Context: an optimization exercise on an open-source flow, tuned for small area, a short achievable clock period and few clock cycles per item. The choices shown serve that exercise and are no tape-out recipe. Only simulation tests tie the RTL to the original design; equivalence was not proved. No activity file was given, so power comes from the tool's default toggle rates.

==> flow/design.v (outline; a module is shown in full before it is edited, if it fits) <==
// module Ascii2Nt: 21 lines
// module Nt2Param: 19 lines
// module DP_BRAM: 65 lines
// module DIR_MEM: 28 lines
// module mux_1OfN: 25 lines
// module GACTX_NWPE: 350 lines
// module GACTX_BTLogic: 235 lines
// module GACTX_ArrayTop: 950 lines
// module gactx_tile: 67 lines
module gactx_tile (
    input         clk,
    input         rst,
    input         start,
    input  [155:0] in_param,
    input         reverse_ref_in,
    input         reverse_query_in,
    input         complement_ref_in,
    input         complement_query_in,
    input  [3:0]  ref_length,
    input  [3:0]  query_length,
    output [3:0]  ref_bram_rd_addr,
    input  [7:0]  ref_bram_data_in,
    output [3:0]  query_bram_rd_addr,
    input  [7:0]  query_bram_data_in,
    input  [11:0] y_in,
    input         start_last,
    output [11:0] max_score,
    output [3:0]  H_offset,
    input  [3:0]  max_H_offset,
    output [3:0]  V_offset,
    input  [3:0]  max_V_offset,
    output [3:0]  ref_max_score_pos,
    output [3:0]  query_max_score_pos,
    output [7:0]  num_tb_steps,
    output [1:0]  dir,
    output        dir_valid,
    output        done
);
  // ...
==> flow/run.sh <==
#!/bin/bash
# synth_recipe.tcl (not shown) runs the flow's synth.tcl, then flattens the netlist and writes it again
# the make line also repeats each setting of config.mk as NAME=value (left out here)
make -C /OpenROAD-flow-scripts/flow DESIGN_CONFIG=/design/flow/config.mk WORK_HOME=/design/flow/orfs CLKGATE_MAP_FILE= SYNTH_SCRIPT=/design/flow/synth_recipe.tcl finish
==> flow/config.mk <==
export PLATFORM = sky130hd
export DESIGN_NAME = gactx_tile
export DESIGN_NICKNAME = gactx_tile
export VERILOG_FILES = /design/flow/design.v
export SDC_FILE = /design/flow/constraint.sdc
export NUM_CORES = 4
export LEC_CHECK = 0
export ABC_CLOCK_PERIOD_IN_PS = 4000
export CAP_MARGIN = 20
export CORE_MARGIN = 2
export CORE_UTILIZATION = 55
export SETUP_SLACK_MARGIN = 5
export SLEW_MARGIN = 20
==> flow/constraint.sdc <==
create_clock -name core_clock -period 10.0 [get_ports {clk}]
set_input_delay 2.0000 -clock core_clock [delete_from_list [all_inputs] [get_ports {clk}]]
set_output_delay 2.0000 -clock core_clock [all_outputs]
set_load 0.01 [all_outputs]
==> impl_metrics.toml, run 1 <==
[status]
status = "timing/DRC/antenna clean"

[setup_path]
cpLargestDelayFamily = "compound AO/OA/AOI/OAI gates"
startpoint_type = "register"
r2r_slack_ps = 5020
reg2reg_to = "u_array.pe_gen[2].inst_nwpe.V[8]"
crit_buf_inv = 5
rr_worst_depth = 22
slowest_stage = "edfxtp_1"
required_ps = 10710

[logic_synthesis]
yosys-top-cells-count = "1381 x dfxtp_1, 1273 x nand2_1, 1176 x a21oi_1"
synthCells = 13400
ys_warn_count = 17
async_flop_share_pct = 0

[sta]
tightest_slew_ps = 1280
period_needed_ps = 4980
hold_violations = 0
slew_violations = 0

[global_routing]
grt_use_met3_pct = 5.95
overflow = 0
grtUsageMet2_pct = 56.7
top_usage_layer = "met2"
grt_util_met1_pct = 50.3

[pwr]
seqPwrFrac_pct = 30.2
p_int_mw = 22.6
leakage_nw = 55.2
pwr-share-comb_pct = 46.0
switchingPower_mw = 15.9
powerDensity_mw_per_mm2 = 264

[layout]
reg.largest.list = "u_array.bram_gen.bt_dp_bram.mem: 768 flops, u_array.VMF_dpbram.mem: 540 flops"
seqCellArea_mm2 = 0.0539

[cts]
cts_buffer_depth = 3
postCtsSetupRepairBufs = 36

[routing]
drt_iter0_markers = 12200
first_pass_iters = 9
met3_length_um = 38200

[place]
post-dp-hpwl_um = 316000
io_buffers = 253

[min_path]
holdPathStages = 0
min-delay-start = "u_array.stop_pos_dpbram.mem[6]"

[floorplan]
rows = 178
io_pins = 256
core-area_mm2 = 0.235
Testbench counts, summed over its fixed seeds: cycles 13,695, tiles 192.
==> module GACTX_NWPE, before the edit <==
module GACTX_NWPE #(
    parameter WIDTH = 10,
    parameter REF_WIDTH = 10,
    parameter BT_BRAM_ADDR_WIDTH = 10,
    parameter QUERY_LEN_WIDTH = 10,
    parameter LOG_NUM_PE = 2,
    parameter PE_ID = 0
)(
    input  clk,                      
    input  rst,                      
    input [13*WIDTH-1:0] in_param,
    input [3:0] q_nt_in,
    input q_zero_in,
    input [WIDTH-1:0] gap_open_in,
    input [WIDTH-1:0] gap_extend_in,
    input [WIDTH-1:0] y_in,
    input set_param,
    input  [WIDTH-1:0] V_in,         
    input  [WIDTH-1:0] M_in,         
    input  [WIDTH-1:0] F_in,         
    input  [WIDTH-1:0] E_in,         
    input  [2:0] T_in,               
    input  [2:0] T_nxt,              
    input  init_in,                  
    input  [WIDTH-1:0] init_V,       
    input  [WIDTH-1:0] init_E,       
    input  [WIDTH-1:0] init_M,       
    input start_final,
    input [BT_BRAM_ADDR_WIDTH-1:0] max_ref_pos_in,
    input [BT_BRAM_ADDR_WIDTH-1:0] max_ref_mod_in,
    input [QUERY_LEN_WIDTH-1:0] max_query_mod_in,
    input [QUERY_LEN_WIDTH-1:0] max_stripe_num_in,
    input [LOG_NUM_PE-1:0] max_query_pos_in,
    input [1:0] max_pe_state_in,
    input last_query_sent,
    input compute_max_in,
    input compute_global_max_in,
    input last,
    input last_in,
    input [WIDTH-1:0] global_max_in,
    input [WIDTH-1:0] max_with_y,
    input [REF_WIDTH-1:0] start_pos,
    input [REF_WIDTH-1:0] stop_pos,
    input [REF_WIDTH-1:0] ref_length,
    input [QUERY_LEN_WIDTH-1:0] query_length,
    input start_increment,
    input start_transmit_in,
    input [BT_BRAM_ADDR_WIDTH-1:0] current_position,
    output wire [WIDTH-1:0] global_max_out,
    output reg [BT_BRAM_ADDR_WIDTH-1:0] max_ref_pos_out,
    output reg [BT_BRAM_ADDR_WIDTH-1:0] max_ref_mod_out,
    output reg [LOG_NUM_PE-1:0] max_query_pos_out,
    output reg [QUERY_LEN_WIDTH-1:0] max_query_mod_out,
    output reg [1:0] max_pe_state_out,
    output reg [QUERY_LEN_WIDTH-1:0] max_stripe_num_out,
    output [WIDTH-1:0] cm_V_next,
    output [BT_BRAM_ADDR_WIDTH-1:0] cm_ref_pos_next,
    output [BT_BRAM_ADDR_WIDTH-1:0] cm_ref_mod_next,
    output [LOG_NUM_PE-1:0] cm_query_pos_next,
    output [QUERY_LEN_WIDTH-1:0] cm_query_mod_next,
    output [1:0] cm_pe_state_next,
    output [QUERY_LEN_WIDTH-1:0] cm_stripe_num_next,
    output reg start_transmit_out,
    output reg compute_max_out,
    output reg compute_global_max_out,
    output reg last_out,
    output wire [WIDTH-1:0] V_out,        
    output wire [WIDTH-1:0] E_out,        
    output wire [WIDTH-1:0] F_out,        
    output wire [WIDTH-1:0] M_out,        
    output wire [WIDTH-1:0] Fg_out,       
    output wire [WIDTH-1:0] Mg_out,       
    output wire [2:0] T_out,              
    output wire [2:0] T_nxt_out,          
    output wire init_out,                 
    output reg dir_valid,
    output wire [BT_BRAM_ADDR_WIDTH-1:0] dir_addr, 
    output reg signed [3:0] dir, 
    output wire max_with_y_out,
    output reg [REF_WIDTH-1:0] curr_ref_mod
    );
    localparam ZERO=0, MATCH=3, VER=1, HOR=2;
    reg [2:0] T;
    reg signed [WIDTH-1:0] V_diag;
    reg signed [WIDTH-1:0] F_diag;
    reg signed [WIDTH-1:0] E_diag;
    reg signed [WIDTH-1:0] V;
    reg signed [WIDTH-1:0] M;
    reg signed [WIDTH-1:0] F;
    reg signed [WIDTH-1:0] Mg;
    reg signed [WIDTH-1:0] Eg;
    reg signed [WIDTH-1:0] Fg;
    reg signed [WIDTH-1:0] rew;
    reg signed [WIDTH-1:0] rew_nxt;
    reg signed [WIDTH-1:0] max_V;
    reg store_S;
    reg init;
    reg reg_last;
    reg [BT_BRAM_ADDR_WIDTH-1:0] curr_ref_pos;
    reg [QUERY_LEN_WIDTH-1:0] stripe_num;
    reg [QUERY_LEN_WIDTH-1:0] curr_query_mod;
    reg [REF_WIDTH-1:0] curr_start_pos;
    reg [REF_WIDTH-1:0] prev_start_pos;
    reg [3:0] q_nt;
    reg q_zero;
    wire [4*WIDTH-1:0] q_param;
    Nt2Param #(
        .PE_WIDTH(WIDTH)
    ) q_nt2param (
        .nt(q_nt),
        .in_param(in_param),
        .out_param(q_param)
    );
    wire signed [WIDTH-1:0] sub_A = q_zero ? {WIDTH{1'b0}} : q_param[4*WIDTH-1-:WIDTH];
    wire signed [WIDTH-1:0] sub_C = q_zero ? {WIDTH{1'b0}} : q_param[3*WIDTH-1-:WIDTH];
    wire signed [WIDTH-1:0] sub_G = q_zero ? {WIDTH{1'b0}} : q_param[2*WIDTH-1-:WIDTH];
    wire signed [WIDTH-1:0] sub_T = q_zero ? {WIDTH{1'b0}} : q_param[WIDTH-1:0];
    wire signed [WIDTH-1:0] sub_N = in_param[3*WIDTH-1-:WIDTH];
    wire signed [WIDTH-1:0] gap_open = gap_open_in;
    wire signed [WIDTH-1:0] gap_extend = gap_extend_in;
    reg signed [WIDTH-1:0] match_score;
    reg signed [WIDTH-1:0] match_scoreF;
    reg signed [WIDTH-1:0] match_scoreE;
    reg signed [WIDTH-1:0] match_scoreV;
    reg signed [WIDTH-1:0] new_E;
    reg signed [WIDTH-1:0] new_M;
    reg signed [WIDTH-1:0] new_F;
    reg signed [WIDTH-1:0] new_V;
    reg [3:0] new_dir;
    reg signed [WIDTH-1:0] global_max_out_reg;
    reg [1:0] pe_state;
    reg [1:0] last_pe_state;
    reg compute_global_max_in_reg;
    reg stop_last_query_sent;
    assign global_max_out = global_max_out_reg;
    assign V_out = V;
    assign M_out = M;
    assign E_out = {WIDTH{1'b0}};
    assign Mg_out = Mg;
    assign Fg_out = Fg;
    assign F_out = F;
    assign T_out = T;
    assign T_nxt_out = (rst || set_param) ? T : T_in;
    assign init_out = init;
    assign store_S_out = store_S;
    assign dir_addr = curr_ref_pos-1;
    always @(*) begin
        case (T_nxt)
            3'b000 : rew_nxt = sub_N;
            3'b001 : rew_nxt = sub_A;
            3'b010 : rew_nxt = sub_C;
            3'b011 : rew_nxt = sub_G;
            3'b100 : rew_nxt = sub_T;
            default : rew_nxt = 0;
        endcase
    end
    always @(posedge clk) begin
        rew <= rew_nxt;
    end
    reg signed [WIDTH-1:0] ga, gb, gc, gd;
    reg e_sel, f_sel;
    reg m_ge_E, m_ge_F, F_ge_E;
    reg signed [WIDTH-1:0] new_Eg, new_Fg, new_Mg;
    always @(*) begin
        ga = Mg;         
        gb = Eg;         
        gc = M_in;       
        gd = F_in;       
        match_score = V_diag + rew;
        new_Mg = V_diag + rew + gap_open;
        e_sel  = (ga >= gb);
        f_sel  = (gc >= gd);
        new_E = e_sel ? ga : gb;
        new_F = f_sel ? gc : gd;
        new_Eg = e_sel ? (ga + gap_extend) : (gb + gap_extend);
        new_Fg = f_sel ? (gc + gap_extend) : (gd + gap_extend);
        new_dir[3] = e_sel;
        new_dir[2] = f_sel;
        m_ge_E = (match_score >= new_E);
        m_ge_F = (match_score >= new_F);
        F_ge_E = (new_F >= new_E);
        if (m_ge_E && m_ge_F) begin
            new_V = match_score;
            pe_state = MATCH;
            new_dir[1:0] = 3;
        end
        else if (F_ge_E) begin
            new_V = new_F;
            pe_state = VER;
            new_dir[1:0] = 1;
        end
        else begin
            new_V = new_E;
            pe_state = HOR;
            new_dir[1:0] = 2;
        end
    end
    always @(posedge clk) begin
        if (!rst && !set_param && init_in)
            last_pe_state <= pe_state;
    end
    wire maxV_ge_Vin = ($signed(max_V) >= $signed(V_in));
    wire gin_ge_V = ($signed(global_max_in) >= $signed(V));
    wire cm_take_in = ((!maxV_ge_Vin) || (last_in == 1'b1)) && (reg_last == 1'b0);
    wire cm_keep_V = ((maxV_ge_Vin) || (reg_last == 1'b1)) && (last_in == 1'b0);
    assign cm_V_next = cm_keep_V ? max_V : V_in;
    assign cm_query_pos_next = cm_keep_V ? PE_ID : max_query_pos_in;
    assign cm_ref_pos_next = cm_take_in ? max_ref_pos_in : max_ref_pos_out;
    assign cm_ref_mod_next = cm_take_in ? max_ref_mod_in : max_ref_mod_out;
    assign cm_query_mod_next = cm_take_in ? max_query_mod_in : max_query_mod_out;
    assign cm_pe_state_next = cm_take_in ? max_pe_state_in : max_pe_state_out;
    assign cm_stripe_num_next = cm_take_in ? max_stripe_num_in : max_stripe_num_out;
    always @(posedge clk) begin
        if (rst) begin
            max_ref_pos_out <= 0;
            max_ref_mod_out <= 0;
            max_query_mod_out <= 0;
            max_pe_state_out <= 0;
            max_V <= 0;
            max_stripe_num_out <= 0;
        end
        else if ((init == 1'b1) && ((reg_last == 1'b1) || (stop_last_query_sent==0 &&  $signed(V) >= $signed(max_V)))) begin
            max_ref_pos_out <= curr_ref_pos - 1;
            max_ref_mod_out <= curr_ref_mod - 1;
            max_query_mod_out <= curr_query_mod - 1;
            max_pe_state_out <= last_pe_state;
            max_V <= V;
            max_stripe_num_out <= stripe_num;
        end
        else if (compute_max_in) begin
            if (((!maxV_ge_Vin) || (last_in == 1'b1)) && (reg_last == 1'b0)) begin
                max_ref_pos_out <= max_ref_pos_in;
                max_ref_mod_out <= max_ref_mod_in;
                max_query_mod_out <= max_query_mod_in;
                max_pe_state_out <= max_pe_state_in;
                max_stripe_num_out <= max_stripe_num_in;
            end
        end
    end
    always @(posedge clk) begin
        if (rst) begin
            T <= 0;
            V_diag <= 0;
            F_diag <= 0;
            E_diag <= 0;
            V <= 0;
            store_S <= 0;
            init <= 0;
            dir <= 0;
            dir_valid <= 0;
            curr_ref_pos <= 0;
            curr_ref_mod <= 0;
            prev_start_pos <= 0;
            curr_start_pos <= 0;
            curr_query_mod <= 0;
            max_query_pos_out <= PE_ID;
            compute_max_out <= 0;
            compute_global_max_out <= 0;
            reg_last <= 0;
            stripe_num <= -1;
            stop_last_query_sent <= 0;
        end 
        else if (set_param) begin
            q_nt <= q_nt_in;
            q_zero <= q_zero_in;
            reg_last <= last;
            init <= 0; 
            dir_valid <= 0;
            curr_start_pos <= start_pos;
            prev_start_pos <= curr_start_pos;
            curr_ref_pos <= current_position;
            curr_ref_mod <= start_pos;
            curr_query_mod <= curr_query_mod + 1;
            V <= init_V;
            Eg <= init_E + gap_extend_in;
            Mg <= init_M + gap_open_in;
            stop_last_query_sent <= last_query_sent;
            stripe_num <= stripe_num +1;
            F_diag <= (2'b11) << (WIDTH-2);
            E_diag <= (2'b11) << (WIDTH-2);
            if((curr_query_mod==0 && PE_ID==0)) begin
                V_diag <= init_V - gap_open_in;
            end
            else if(start_pos == 0) begin
                V_diag <= init_V - gap_extend_in;
            end
            else begin
                V_diag <= (2'b11) << (WIDTH-2);
            end
        end 
        else begin
            init <= init_in;
            T <= T_in;
            compute_max_out <= compute_max_in;
            compute_global_max_out <= compute_global_max_in;
            last_out <= (reg_last | last_in);
            compute_global_max_in_reg <= compute_global_max_in;
            start_transmit_out <= start_transmit_in;
            if (init_in) begin
                Eg <= new_Eg;
                Fg <= new_Fg;
                Mg <= new_Mg;
                F <= new_F;
                M <= match_score;
                V_diag <= V_in;
                F_diag <= F_in;
                E_diag <= E_in;
                V <= new_V;
                dir <= new_dir;
                dir_valid <= 1;
                curr_ref_mod <= curr_ref_mod + 1;
                curr_ref_pos <= curr_ref_pos +1;
            end 
            else if (compute_max_in) begin
                if ((((maxV_ge_Vin) || (reg_last == 1'b1))) && (last_in == 1'b0)) begin
                    V <= max_V;
                    max_query_pos_out <= PE_ID;
                end
                else begin
                    max_query_pos_out <= max_query_pos_in;
                    V <= V_in; 
                end
                dir_valid <= 0;
            end 
            else begin
                dir_valid <= 0;
            end
        end
    end
    generate
        assign max_with_y_out = ($signed(V) >= $signed(max_with_y)) ? 1 : 0;
    endgenerate
    always@(posedge clk) begin
        if(rst) begin
            global_max_out_reg <= 0;
        end
        else if (!set_param) begin
            if(compute_global_max_in ==1) begin
                if(gin_ge_V && $signed(global_max_in) > $signed(global_max_out)) begin
                    global_max_out_reg <= global_max_in;
                end
                else begin
                    if($signed(global_max_out) < $signed(V) && !gin_ge_V) begin
                        global_max_out_reg <= V;
                    end
                end
            end
        end
    end
endmodule
==> run 2, diff against run 1 <==
--- a/flow/design.v
+++ b/flow/design.v
@@ -332,4 +332,4 @@
         new_F = f_sel ? gc : gd;
-        new_Eg = e_sel ? (ga + gap_extend) : (gb + gap_extend);
-        new_Fg = f_sel ? (gc + gap_extend) : (gd + gap_extend);
+        new_Eg = new_E + gap_extend;
+        new_Fg = new_F + gap_extend;
         new_dir[3] = e_sel;
==> flow/flow/run.sh (new file) <==
#!/bin/bash
set -euo pipefail
bash standard.sh SETUP_SLACK_MARGIN=5.8 finish > flow_make.log 2>&1
==> flow/standard.sh (new file) <==
#!/bin/bash
# synth_recipe.tcl (not shown) runs the flow's synth.tcl, then flattens the netlist and writes it again
# the make line also repeats each setting of config.mk as NAME=value (left out here)
make -C /OpenROAD-flow-scripts/flow DESIGN_CONFIG=/design/flow/config.mk WORK_HOME=/design/flow/orfs CLKGATE_MAP_FILE= SYNTH_SCRIPT=/design/flow/synth_recipe.tcl "${@:-finish}"
--- a/flow/config.mk
+++ b/flow/config.mk
@@ -10,4 +10,3 @@
 export CORE_MARGIN = 2
-export CORE_UTILIZATION = 55
-export SETUP_SLACK_MARGIN = 5
+export CORE_UTILIZATION = 65
 export SLEW_MARGIN = 20
removed: flow/run.sh
==> impl_metrics.toml, run 2 <==
[sta]
rsz0062_at_grt = "true"
skew_ps = 96.4
period_needed_ps = 5250
final.period_utilization_pct = 52.5
finalSetupTns_ps = 0
fin_worst_hold_slack_ps = 378
final-setup-viol-count = 0
max_slew_margin_pct = 4.43
hold_violations = 0
tightest_slew_ps = 1430
slew_violations = 0
fmax_mhz = 191

[setup_path]
crit_arrival_ps = 5950
crit_buf_inv = 3
startpoint_type = "register"
cpPeakStageDelay_ps = 490
path_cells = "ha_1 -> nand4_1 -> o21bai_2 -> o31ai_4 -> mux2i_4 -> buf_6 -> buf_12 -> mux2i_4 -> ha_4 -> nor2b_4 -> o21a_1 -> o21ai_1 -> nand2b_1 -> maj3_2 -> maj3_2 -> a221oi_2 -> o21ai_2 -> buf_12 -> mux2_2 -> o211ai_1 -> a211oi_1"
crit_fanout = 6
required_ps = 10700
slowest_stage = "edfxtp_1"
cpLargestDelayFamily = "compound AO/OA/AOI/OAI gates"
crit_type = "register to register"
end_kind = "register"

[logic_synthesis]
syn_area_mm2 = 0.127
synthDistinctLibCells = 98
synthCells = 13000
synth_xor_area_share_pct = 2.91
synthSimpleGateAreaFrac_pct = 12.4
synth_top_cell_by_area = "dfxtp_1"
synth-compound-area-share_pct = 15.2
synth.most_common_cell = "dfxtp_1"
synthesis.nets = 14100
syn_avg_cell_area_um2 = 9.80
synthTopCellsByArea = "dfxtp_1 22%, edfxtp_1 21%, ha_1 8.4%, mux4_2 6.6%, mux2i_1 6.2%"
async_flop_share_pct = 0
yosys-top-cells-count = "1381 x dfxtp_1, 1188 x nand2_1, 1147 x nor2_1"
ys_seq_area_share_pct = 42.2
synth_top_area_share_pct = 21.7
synth_edf_count = 872
synth-seq-cells = 2253
ys_warn_count = 17
synth_mux_area_share_pct = 13.6
synth_top_family_by_area = "compound AO/OA/AOI/OAI gates"
synthAdderAreaFrac_pct = 8.95
yosys_most_used_dff = "dfxtp_1"

[floorplan]
core-area_mm2 = 0.195
rows = 162
die_w_um = 447
io_pins = 256
die_area_mm2 = 0.200
die_h_um = 447
initial_core_util_pct = 65.4

[cts]
insertion_delay_ps = 940
cts_num_sinks = 2253
htree_num_levels = 4
cts_buffer_depth = 3
cts_made_buffers = 227
clk_pin_slew_ps = 60
cts_tree = "built"
clockRootBuffer = "clkbuf_16"

[global_routing]
antenna_found_initial = 22
track_usage_pct = 43.6
overflow = 0
grt_pass1_vias = 106000
grt_max_degree = 225
grt_pass1_wl_um = 658000

[min_path]
min_path_type = "register to register"

[routing]
ant_nets = 0
drc = 0
drt_iter0_markers = 15900
drt-total-wl_um = 460000
dr_total_vias = 111000
first_pass_iters = 9
wire_per_inst_um = 28.5
viasPerCell = 6.87

[layout]
drive_gt1_share_pct = 16.3
final_nets = 14400
largest_register = "u_array.bram_gen.bt_dp_bram.mem"
final_core_util_pct = 76.1
largest_reg_flops = 768
reg.largest.list = "u_array.bram_gen.bt_dp_bram.mem: 768 flops, u_array.VMF_dpbram.mem: 540 flops"
final_cell_mix = "1346 x dfxtp_1, 1158 x nand2_1, 1076 x nor2_1"
area_growth_pct = 16.4
final_common_cell = "dfxtp_1"

[status]
status = "timing/DRC/antenna clean"

[place]
io_buffers = 253
gp_congestion = 1.05
post-dp-hpwl_um = 296000

[pwr]
powerDensity_mw_per_mm2 = 285
total_power_mw = 42.3
leakage_nw = 56.5
peakVddDrop_v = 0.000486

[job]
cap_violations = 0
-- run 2: changes by cell type in the layout (fill, tap and decap cells not counted), moves of 30 or more --
cell / change
buf_6: +80
a221oi_1: -30
ha_1: -68
ha_4: +47
a21o_1: -53
inv_1: -47
o21ai_0: -102
buf_4: +189
nor2_1: -34
a21oi_1: -162
a21oi_2: +35
nand2_1: -109
a22oi_1: +38
-- run 2: metrics by stage --
stage / std cells / cell area, um^2 / worst slack (ps)
3_3_place_gp: 15300 / 133000 / 4050
2_1_floorplan: 13000 / 128000 / 5480
4_1_cts: 16000 / 146000 / 5110
6_report: 16200 / 148000 / 4750
5_1_grt: 16200 / 148000 / 4680
3_5_place_dp: 15300 / 133000 / 4020
-- run 2: layer usage --
| layer | routed length (um) | vias up | global-route usage [%] |
|---|---|---|---|
| met5 | 208 | - | 0.513 |
| met4 | 38600 | 22 | 29.6 |
| met3 | 54500 | 2085 | 10.7 |
| met2 | 201000 | 7620 | 66.2 |
| met1 | 166000 | 53500 | 55.2 |
| li1 | - | 47900 | - |
-- run 2: worst register-to-register path: stages (launching register included) --
cell and delay (ps):
edfxtp_1 490, ha_1 330, nand4_1 210, o21bai_2 260, o31ai_4 130, mux2i_4 250
buf_6 150, buf_12 120, mux2i_4 420, ha_4 280, nor2b_4 120, o21a_1 170
o21ai_1 140, nand2b_1 90, maj3_2 320, maj3_2 340, a221oi_2 300, o21ai_2 120
buf_12 150, mux2_2 270, o211ai_1 280, a211oi_1 120
-- run 2: power by group --
part / switching, mW / internal (mW)
logic: 12.5 / 9.13
clock network: 3.92 / 5.24
registers: 0.892 / 10.6
total: 17.3 / 24.9
-- run 2: final cells by class --
| cell class | instances | area [um^2] |
|---|---|---|
| multi-input cells | 9173 | 71500 |
| flip-flops and latches | 2253 | 53900 |
| fillers | 12700 | 46500 |
| repair buffers | 960 | 8850 |
| clock buffers | 332 | 6790 |
| well taps | 2624 | 3280 |
| inverters | 706 | 2670 |
| clock inverters | 98 | 1310 |
| diodes | 16 | 40.0 |
-- run 2: timing repair --
item | in CTS | in global routing
setup buffers | 311 | 132
hold buffers | 0 | 0
setup endpoints to repair | 233 | 190
gates cloned | 15 | 4
pin swaps | 181 | 196
gates resized for setup | 423 | 320
-- run 2: final timing paths --
check                                                        from                                to  slack, ps  depth (start not counted)
worst max-delay path            u_array.pe_gen[1].inst_nwpe.Mg[8]  u_array.pe_gen[1].inst_nwpe.V[8]       4750                         21
worst min register to register     u_array.stop_pos_dpbram.mem[6]            u_array.bt_stop_tab[6]        380                          0
worst min-delay path               u_array.stop_pos_dpbram.mem[6]            u_array.bt_stop_tab[6]        380                          0
worst max register to register  u_array.pe_gen[1].inst_nwpe.Mg[8]  u_array.pe_gen[1].inst_nwpe.V[8]       4750                         21
-- run 2: logic make-up after synthesis --
group           Yosys count
fa+ha+maj               893
xor+xnor                423
buf+inv                1582
simple gates           3578
mux                    1248
compound gates         3025
flops                  2253
Testbench counts of run 2, summed over its fixed seeds: cycles 13,695, tiles 192.

-- separate check: timing with driven ports --
How much do the figures lean on ideal ports? The routed layouts below were timed once more, with nothing changed but the port constraints. Step 1: set_driving_cell puts a clkbuf_16 on clk and a buf_2 on each other input, an assumption about the parent block. Step 2, shift: input delay + t, output delay - t, t = (earliest + latest rising clock arrival at the registers) / 2. This alone moves slack from input paths to output paths. a / b / c = ideal / step 1 / step 2; a / b = the first two.
| run | t, ns | slack for setup (ns) | worst hold slack (ns) | worst setup path after step 2 |
|---|---|---|---|---|
| run 1 | 0.974 | 5.021 / 5.021 / 4.188 | 0.392 / 0.392 / 0.392 | input to register |
| run 2 | 0.992 | 4.751 / 4.751 / 4.751 | 0.378 / 0.378 / 0.378 | register to register |
After both steps every run listed still meets setup and hold. For run 1, which loses most, drivers alone change the setup slack by 0.000 ns; drivers and shift together by -0.833 ns.
